What follows belongs to an exercise in optimizing a design on an open flow for small area, a short achievable clock period and few clock cycles per item; a production flow would make more cautious choices.
Only simulation tests tie the RTL to the original design; equivalence was not proved.

[design/flow/design.v]
module fpu_multiply #(parameter
  double = 0
) (
  a,
  b,
  result
);
  localparam  size = (double == 0 ? 32 : 64);
  localparam exponent = (double == 0 ? 8: 11);
  localparam mantissa = (double == 0 ? 23 : 52);
  localparam bias = (double == 0 ? 127 : 1023);
  input [size-1:0] a;
  input [size-1:0] b;
  output [size-1:0] result;
  wire sign_a;
  wire [exponent-1:0] exp_a;
  wire [mantissa:0] frac_a;
  wire sign_b;
  wire [exponent-1:0] exp_b;
  wire [mantissa:0] frac_b;
  assign sign_a = a[size-1];
  assign sign_b = b[size-1];
  assign exp_a = a[size-2:size-2-exponent + 1];
  assign exp_b = b[size-2:size-2-exponent + 1];
  assign frac_a = ((exp_a == 0)) ? {1'b0, a[size-2-exponent:0]} : {1'b1, a[size-2-exponent:0]};
  assign frac_b = ((exp_b == 0)) ? {1'b0, b[size-2-exponent:0]} : {1'b1, b[size-2-exponent:0]};
  wire new_sign_bit;
  wire [exponent:0] sum_exp;
  wire [(mantissa+1)*2-1:0] prod_mantissa;
  assign new_sign_bit = sign_a ^ sign_b;
  assign sum_exp = exp_a + exp_b;
  assign prod_mantissa = {{(mantissa+1){1'b0}}, frac_a} * {{(mantissa+1){1'b0}}, frac_b} ;
  localparam steps = (mantissa + 1)*2;
  wire [(mantissa+1)*2-1:0] m_stage [0:steps];
  wire [exponent:0]         e_stage [0:steps];
  wire                      f_stage [0:steps];
  assign m_stage[0] = prod_mantissa;
  assign e_stage[0] = sum_exp - bias + 1;
  assign f_stage[0] = 1'b0;
  genvar i;
  generate
    for (i = 0; i < steps; i = i + 1) begin : norm_loop
      wire hit = f_stage[i] | m_stage[i][(mantissa + 1)*2 - 1];
      assign f_stage[i+1] = hit;
      localparam LO = (i + 1 > mantissa + 1) ? (i + 1 - (mantissa + 1)) : 0;
      if (LO == 0) begin : full
        assign m_stage[i+1] = hit ? m_stage[i] : (m_stage[i] << 1);
      end else begin : part
        assign m_stage[i+1][steps-1:LO] = hit ? m_stage[i][steps-1:LO] : m_stage[i][steps-2:LO-1];
        assign m_stage[i+1][LO-1:0] = {LO{1'b0}};
      end
      assign e_stage[i+1] = hit ? e_stage[i] : (e_stage[i] - 1'b1);
    end
  endgenerate
  wire [exponent:0] new_exp;
  wire [(mantissa+1)*2-1:0] diff_mantissa;
  assign new_exp = (prod_mantissa != 0) ? e_stage[steps] : {(exponent+1){1'b0}};
  assign diff_mantissa = m_stage[steps];
  assign result = {new_sign_bit, new_exp[exponent-1:0], diff_mantissa[(mantissa+1)*2-2:mantissa+1]};
endmodule
module fast_power #(
    parameter double = 0,
    parameter WIDTH = (double == 1) ? 64 : 32
)(
    input                   clk,
    input                   rst,
    input                   start,
    input      [WIDTH-1:0]  base,
    input      [31:0]       exponent,   
    output reg [WIDTH-1:0]  result,
    output reg              done
);
  localparam ONE = (double == 1) ? 64'h3ff0000000000000 : 32'h3f800000;
  localparam STATE_IDLE = 2'd0;
  localparam STATE_INIT = 2'd1;
  localparam STATE_CALC = 2'd2;
  localparam STATE_DONE = 2'd3;
  reg [1:0] state;
  reg [WIDTH-1:0] base_reg;
  reg [WIDTH-1:0] result_reg;
  reg [31:0]      exp_reg;
  wire [WIDTH-1:0] base_square;
  wire [WIDTH-1:0] result_mult;
  fpu_multiply #(.double(double)) mult_inst_base (
      .a(base_reg),
      .b(base_reg),
      .result(base_square)
  );
  fpu_multiply #(.double(double)) mult_inst_result (
      .a(result_reg),
      .b(base_reg),
      .result(result_mult)
  );
  always @(posedge clk) begin
    if (rst) begin
      state      <= STATE_IDLE;
      done       <= 1'b0;
      base_reg   <= {WIDTH{1'b0}};
      result_reg <= {WIDTH{1'b0}};
      exp_reg    <= 32'd0;
      result     <= {WIDTH{1'b0}};
    end else begin
      case (state)
        STATE_IDLE: begin
          done <= 1'b0;
          if (start)
            state <= STATE_INIT;
        end
        STATE_INIT: begin
          base_reg   <= base;
          result_reg <= ONE;
          exp_reg    <= exponent;
          state      <= STATE_CALC;
        end
        STATE_CALC: begin
          if (exp_reg == 0) begin
            state <= STATE_DONE;
          end else begin
            if (exp_reg[0])
              result_reg <= result_mult;
            base_reg <= base_square;
            exp_reg <= exp_reg >> 1;
            state <= STATE_CALC;
          end
        end
        STATE_DONE: begin
          result <= result_reg;
          done   <= 1'b1;
          if (!start) begin
            state <= STATE_IDLE;
            done  <= 1'b0;
          end
        end
        default: state <= STATE_IDLE;
      endcase
    end
  end
endmodule
[design/flow/run.sh]
#!/bin/bash
# synth_recipe.tcl (not shown) runs the flow's synth.tcl, then flattens the netlist and writes it again
# the make line also repeats each setting of config.mk as NAME=value (left out here)
make -C /OpenROAD-flow-scripts/flow DESIGN_CONFIG=/design/flow/config.mk WORK_HOME=/design/flow/orfs CLKGATE_MAP_FILE= SYNTH_SCRIPT=/design/flow/synth_recipe.tcl finish
[design/flow/config.mk]
export PLATFORM = sky130hd
export DESIGN_NAME = fast_power
export DESIGN_NICKNAME = fast_power
export VERILOG_FILES = /design/flow/design.v
export SDC_FILE = /design/flow/constraint.sdc
export NUM_CORES = 4
export LEC_CHECK = 0
export CAP_MARGIN = 20
export CORE_MARGIN = 2
export CORE_UTILIZATION = 40
export SLEW_MARGIN = 20
[design/flow/constraint.sdc]
create_clock -name core_clock -period 24.0 [get_ports {clk}]
set_input_delay 4.8000 -clock core_clock [delete_from_list [all_inputs] [get_ports {clk}]]
set_output_delay 4.8000 -clock core_clock [all_outputs]
set_load 0.01 [all_outputs]
==> impl_metrics.toml <==
[finish]
nFillCells = 19500
multiInputGateArea_um2 = 66400
final_cell_mix = "nand2_1 (1130), inv_1 (1081), fa_1 (905)"
stdcell_count = 12300
area_growth_pct = 5.62
final_nets = 11200
final_common_cell = "nand2_1"
largest_reg_flops = 64
drive_gt1_share_pct = 8.75
utilization_pct = 42.6
final-seq-area_um2 = 2660
final_area_um2 = 80300

[global_route]
overflow = 0
grt_usage_pct = 35.2
grt_pass1_wl_um = 521000
grt_use_met2_pct = 52.3
met1_usage_pct = 50.8
first_global_vias = 78800
busiest_layer = "met2"
antenna_found_initial = 7
grtUsageMet3_pct = 7.45
grt_max_degree = 72

[run]
maxCapViolations = 0

[critical_path]
crit_required_ns = 24.36
start_kind = "flop"
crit_type = "reg2reg"
path_max_fanout = 34
crit_top_cell = "nor2_1"
rr_worst_depth = 62
arrival_ns = 22.29
r2r_start = "base_reg[28]$_SDFFE_PP0P_"
cp_slowest_cell = "nor2_1"
crit_buf_inv = 6
cp.depth = 62
end_kind = "flop"
startpoint = "base_reg[28]$_SDFFE_PP0P_"
cp_top_family = "compound AO/OA/AOI/OAI gates"
slowest_delay_ns = 0.93

[clocking]
cts_buffers = 17
cts_tree = "built"
path_clk_slew_ns = 0.07
cts_resized = 0
cts_hold_buf = 0
htree_num_levels = 4
cts_setup_buffers = 0
cts_root_buf = "clkbuf_16"
cts.sink_count = 131
clk_latency_ns = 0.54
cts_buffer_depth = 2

[logic_synthesis]
ys_types = 176
avgSynthCellArea_um2 = 7.56
synth_edf_count = 0
syn_inst = 10000
synthArstFlopShare_pct = 0
syn_nets = 11400
ys_seq_area_share_pct = 3.45
synth_ff_type = "dfxtp_1"
ys_ff_latch = 131
yosysWarningCount = 2
syn-cell-area_um2 = 76000

[placed_design]
place.gp.congestion = 1.02
numPortBuffers = 99
dp_hpwl_um = 275000
place_area_um2 = 79600
dp_worst_setup_slack_ns = 2.71
dp_cells = 12300

[sta]
finalSetupViolations = 0
holdWs_ns = 0.465
max_freq_mhz = 45.6
finalCriticalPeriod_ns = 21.93
fin_crit_sh_pct = 91.4
rsz0062_at_grt = "no"
fin_skew_ns = 0.0214
maxSlewViolCount = 0
hold_viol = 0
tns_ns = 0
tightest_slew_ns = 1.25
slew_headroom_pct = 16.3
worst_slack_ns = 2.07

[route]
dr.pass1.iters = 10
ant_nets = 0
drt-initial-drc-count = 10000
routed_via_density = 6.53
drc = 0
routed_wl_um = 348000
wl_per_cell_um = 28.2
dr_total_vias = 80500

[die]
fp.dieArea_um2 = 193000
num_rows = 159
core_area_um2 = 188000
start_util_pct = 40.4
die_h_um = 440
ios = 100
fp.dieW_um = 440

[min_path]
hold_class = "reg2reg"
holdCritStartpoint = "base_reg[31]$_SDFFE_PP0P_"
min_path_cells = 2

[outcome]
status = "timing/DRC/antenna clean"
## logic make-up after synthesis
family          count (synthesis)  synth area share (%)
fa+ha+maj                    1298                  30.3
xor+xnor                      345                  4.31
compound gates               2834                  26.6
simple gates                 3497                  23.0
mux                           209                  2.87
buf+inv                      1735                  9.44
flops                         131                  3.45
## layer usage
layer | share of wire, % | up-vias
met5 | 0.023 | -
met4 | 3.4 | 10
met3 | 10 | 672
met2 | 42 | 4637
met1 | 44 | 40200
li1 | - | 35000
## Yosys cell counts (46+ instances only)
master / count / area share [%]
or3_1: 64 / 0.53
mux2i_1: 158 / 2.1
dfxtp_1: 131 / 3.5
and3_1: 72 / 0.59
nand3_1: 287 / 1.9
nor2_1: 706 / 3.5
fa_1: 905 / 24
o211ai_1: 167 / 1.6
mux2_2: 46 / 0.68
a22oi_1: 105 / 1.0
a31oi_1: 103 / 0.85
xnor2_1: 204 / 2.4
nand2_1: 1130 / 5.6
o22ai_1: 134 / 1.1
nor4_1: 85 / 0.70
a21o_1: 106 / 1.0
nor3_1: 253 / 1.7
buf_2: 111 / 0.73
o221ai_1: 59 / 0.68
o31ai_1: 61 / 0.60
a211oi_1: 232 / 2.3
a21oi_1: 578 / 3.8
o21a_1: 64 / 0.63
inv_1: 1081 / 5.3
and2_1: 434 / 3.6
nand4_1: 102 / 0.84
a221oi_1: 70 / 0.81
o21ai_1: 63 / 0.41
clkbuf_1: 430 / 2.1
xor2_1: 113 / 1.3
o21ai_0: 405 / 2.7
ha_1: 387 / 6.4
## area by class of cell
| type | instances | share of cell area, % |
|---|---|---|
| clock buffers | 18 | 0.535 |
| inverters | 1088 | 5.09 |
| diodes | 2 | 0.00624 |
| repair buffers | 412 | 4.19 |
| well taps | 2495 | 3.89 |
| multi-input cells | 8183 | 82.7 |
| clock inverters | 14 | 0.285 |
| flip-flops and latches | 131 | 3.31 |
## worst paths after layout
kind	endpoint	slack, ns
min	base_reg[31]$_SDFFE_PP0P_	0.47
max reg2reg	base_reg[27]$_SDFFE_PP0P_	2.07
min reg2reg	base_reg[31]$_SDFFE_PP0P_	0.47
max	base_reg[27]$_SDFFE_PP0P_	2.07
## worst register-to-register path, delay by kind of cell, from the launching register on
| kind | cells | cell delay, ns |
|---|---|---|
| xor+xnor | 1 | 0.07 |
| flops | 1 | 0.59 |
| simple gates | 23 | 6.42 |
| mux | 3 | 0.89 |
| compound gates | 16 | 6.93 |
| buf+inv | 6 | 1.45 |
| fa+ha+maj | 13 | 5.45 |
Testbench counts, summed over its fixed seeds: cycles 50,679, items 2,400.

-- separate check: timing with driven ports --
How much do the figures lean on ideal ports? The routed layout below was timed once more, with nothing changed but the port constraints. Step 1 assumes that a clkbuf_16 drives the clock port and a buf_2 every other input. Step 2 moves the port delays by t, midway between the first and last clock arrival at a register: inputs arrive t later, outputs are due t later. That takes back most of the time a late clock gives input paths. Three values: no drivers, after step 1, after step 2; two values: the first two.
t (ns): 0.594
setup slack, ns: 2.068 / 2.068 / 2.068
clock arrival spread, ns: 0.022 / 0.022
After both steps this run still meets setup and hold. For this run, drivers alone change the setup slack by 0.000 ns; drivers and shift together by 0.000 ns.
